This is an optimization exercise on Yosys and OpenROAD, whose aim is small area and a short achievable clock period, not a production implementation.
Power figures rest on the tool's default switching activity, not on a simulated workload.

==> module pfx_add, before the edit <==
module pfx_add #(parameter N = 23) (a, b, cin, s, cout);
  input  [N-1:0] a;
  input  [N-1:0] b;
  input          cin;
  output [N-1:0] s;
  output         cout;
  localparam L = (N > 16) ? 5 : (N > 8) ? 4 : (N > 4) ? 3 : (N > 2) ? 2 : 1;
  wire [N-1:0] p = a ^ b;
  wire [N-1:0] g [0:L];
  wire [N-1:0] t [0:L];
  assign g[0] = (a & b) | {{(N-1){1'b0}}, p[0] & cin};
  assign t[0] = p;
  genvar l, i;
  generate
    for (l = 0; l < L; l = l + 1) begin : lev
      for (i = 0; i < N; i = i + 1) begin : bt
        if ((i >> l) & 1) begin : cmb
          localparam integer J = ((i >> l) << l) - 1;
          assign g[l+1][i] = g[l][i] | (t[l][i] & g[l][J]);
          assign t[l+1][i] = t[l][i] & t[l][J];
        end else begin : pas
          assign g[l+1][i] = g[l][i];
          assign t[l+1][i] = t[l][i];
        end
      end
    end
  endgenerate
  assign s    = p ^ {g[L][N-2:0], cin};
  assign cout = g[L][N-1];
endmodule
==> module fp_adder, before the edit <==
module fp_adder (clk, rst, A, B, res);
  input clk;
  input rst;
  input [31:0] A;
  input [31:0] B;
  output reg [31:0] res;
  wire [7:0] eA = A[30:23];
  wire [7:0] eB = B[30:23];
  wire [7:0] ep = eA ^ ~eB;
  wire [7:0] eg [0:3];
  wire [7:0] et [0:3];
  assign eg[0] = eA & ~eB;
  assign et[0] = ep;
  genvar l, i;
  generate
    for (l = 0; l < 3; l = l + 1) begin : elev
      for (i = 0; i < 8; i = i + 1) begin : ebit
        if ((i >> l) & 1) begin : cmb
          localparam integer J = ((i >> l) << l) - 1;
          assign eg[l+1][i] = eg[l][i] | (et[l][i] & eg[l][J]);
          assign et[l+1][i] = et[l][i] & et[l][J];
        end else begin : pas
          assign eg[l+1][i] = eg[l][i];
          assign et[l+1][i] = et[l][i];
        end
      end
    end
  endgenerate
  wire       gt   = eg[3][7];
  wire [7:0] d_ab = ep ^ {eg[3][6:0] | et[3][6:0], 1'b1};
  wire [7:0] d_ba = ~(ep ^ {eg[3][6:0], 1'b0});
  wire [7:0] d    = gt ? d_ab : d_ba;
  reg  [22:0] x1;      
  reg  [22:0] m1;      
  reg  [4:0]  d1;      
  reg         big1;    
  reg  [7:0]  e1;      
  reg         s1;      
  reg         sub1;    
  always @(posedge clk) begin
    x1   <= A[22:0] ^ B[22:0];
    m1   <= gt ? B[22:0] : A[22:0];
    d1   <= d[4:0];
    big1 <= |d[7:5];
    e1   <= gt ? eA : eB;
    s1   <= gt ? A[31] : B[31];
    sub1 <= A[31] ^ B[31];
  end
  wire [22:0] l1   = m1 ^ x1;
  wire [22:0] sh   = big1 ? 23'd0 : (m1 >> d1);
  wire        d0   = (d1 == 5'd0) & ~big1;
  wire        lnz  = |l1;
  wire        mnz  = |m1;
  wire        e255 = &e1;
  wire        nan  = e255 & (lnz | (d0 & mnz));
  wire        z    = (e1 == 8'd0) & ~lnz;
  reg  [22:0] l2;
  reg  [22:0] m2;
  reg  [7:0]  e2;
  reg         s2;
  reg         sub2;
  always @(posedge clk) begin
    l2   <= e255 ? 23'd0 : l1;
    m2   <= e255 ? {22'd0, nan | (d0 & sub1)} : sh;
    e2   <= e1;
    s2   <= nan ? 1'b0 : s1 ^ (d0 & sub1 & (e255 | (z & mnz)));
    sub2 <= sub1 & ~e255 & ~z;
  end
  wire [22:0] sum;
  wire        cout;
  pfx_add #(23) add (.a(l2), .b(m2 ^ {23{sub2}}), .cin(sub2), .s(sum), .cout(cout));
  reg  [23:0] S3;
  reg  [7:0]  e3;
  reg         s3;
  always @(posedge clk) begin
    S3 <= {cout ^ sub2, sum};
    e3 <= e2;
    s3 <= s2;
  end
  wire [7:0]  einc;
  genvar k;
  generate
    for (k = 0; k < 8; k = k + 1) begin : inc
      if (k == 0) begin : b0
        assign einc[0] = ~e3[0];
      end else begin : bk
        assign einc[k] = e3[k] ^ (&e3[k-1:0]);
      end
    end
  endgenerate
  wire [7:0]  eo  = S3[23] ? einc : e3;
  wire [22:0] fo  = S3[23] ? S3[23:1] : S3[22:0];
  wire        clr = S3[23] ? (e3 == 8'd127) : (e3 == 8'd128);
  always @(posedge clk or negedge rst) begin
    if (!rst)
      res <= 32'd0;
    else
      res <= {s3, eo, clr ? 23'd0 : fo};
  end
endmodule
clock: 5.0 ns
lec_check: 0
abc_area: 1
cap_margin: 20
core_margin: 2
core_utilization: 55
setup_slack_margin: 3.0
slew_margin: 20
standard.sh (not shown) runs the stock make flow with config.mk's settings and CLKGATE_MAP_FILE= SYNTH_SCRIPT=/design/flow/synth_recipe.tcl, a recipe that flattens the netlist after the stock synthesis.
==> flow/flow/run.sh <==
#!/bin/bash
# Standard layout with two changes: adders are left to ABC instead of the
# full/half adder cells, and the port buffers are buf_2 instead of delay cells.
export ADDER_MAP_FILE=
export BUFFER_PORTS_ARGS="-buffer_cell sky130_fd_sc_hd__buf_2"
bash standard.sh > standard.log 2>&1
Edit:
--- a/flow/design.v
+++ b/flow/design.v
@@ -3,9 +3,9 @@
   input  [N-1:0] b;
   input          cin;
   output [N-1:0] s;
   output         cout;
-  localparam L = (N > 16) ? 5 : (N > 8) ? 4 : (N > 4) ? 3 : (N > 2) ? 2 : 1;
+  localparam L = $clog2(N);
   wire [N-1:0] p = a ^ b;
   wire [N-1:0] g [0:L];
   wire [N-1:0] t [0:L];
   assign g[0] = (a & b) | {{(N-1){1'b0}}, p[0] & cin};
@@ -59,25 +59,24 @@
   wire       gt   = eg[3][7];
   wire [7:0] d_ab = ep ^ {eg[3][6:0] | et[3][6:0], 1'b1};
   wire [7:0] d_ba = ~(ep ^ {eg[3][6:0], 1'b0});
   wire [7:0] d    = gt ? d_ab : d_ba;
-  reg  [22:0] x1;      
+  reg  [22:0] l1;      
   reg  [22:0] m1;      
   reg  [4:0]  d1;      
   reg         big1;    
   reg  [7:0]  e1;      
   reg         s1;      
   reg         sub1;    
   always @(posedge clk) begin
-    x1   <= A[22:0] ^ B[22:0];
+    l1   <= gt ? A[22:0] : B[22:0];
     m1   <= gt ? B[22:0] : A[22:0];
     d1   <= d[4:0];
     big1 <= |d[7:5];
     e1   <= gt ? eA : eB;
     s1   <= gt ? A[31] : B[31];
     sub1 <= A[31] ^ B[31];
   end
-  wire [22:0] l1   = m1 ^ x1;
   wire [22:0] sh   = big1 ? 23'd0 : (m1 >> d1);
   wire        d0   = (d1 == 5'd0) & ~big1;
   wire        lnz  = |l1;
   wire        mnz  = |m1;
Wire length rises by 11%.
Clock skew barely changes.
Total power falls by 2.3%.
Via count rises by 5.4%.
Core utilization rises by 3.6 points.
Register-to-register slack is better by 0.03 ns.
First-iteration DRC count rises by 26%.
Clock power rises by about 4%.
Design area rises by 3.7%.
Worst setup slack is worse by 0.092 ns.
Combinational power falls by about 6%.
Non-clock buffer count rises by 30.
Sequential share of layout area falls by 1.4 points.
Global-route usage rises by 1.4 points.
Function was not checked in any run of this note: the RTL went through the layout flow alone.

## port drivers added, routing unchanged
Ports are ideal in the flow. The routed layouts listed here were re-timed in OpenROAD.
Step 1: set_driving_cell puts a clkbuf_16 on clk and a buf_2 on each other input, an assumption about the parent block.
Step 2 moves the port delays by t, midway between the first and last clock arrival at a register: inputs arrive t later, outputs are due t later. That takes back most of the time a late clock gives input paths.
Three values: no drivers, after step 1, after step 2; two values: the first two.
| run | t, ns | setup WS [ns] | worst setup path after step 2 | latest minus earliest clock arrival (ns) | worst slew at a driven data input, ns |
|---|---|---|---|---|---|
| the first run | 0.471 | 2.999 / 3.022 / 2.551 | input to register | 0.011 / 0.011 | 0.05 |
| the second run | 0.465 | 2.907 / 2.885 / 2.421 | input to register | 0.011 / 0.011 | 0.07 |
After both steps every run listed still meets setup and hold. The setup slack of the second run, which loses most, moves by -0.022 ns with the drivers and by -0.486 ns with both steps.
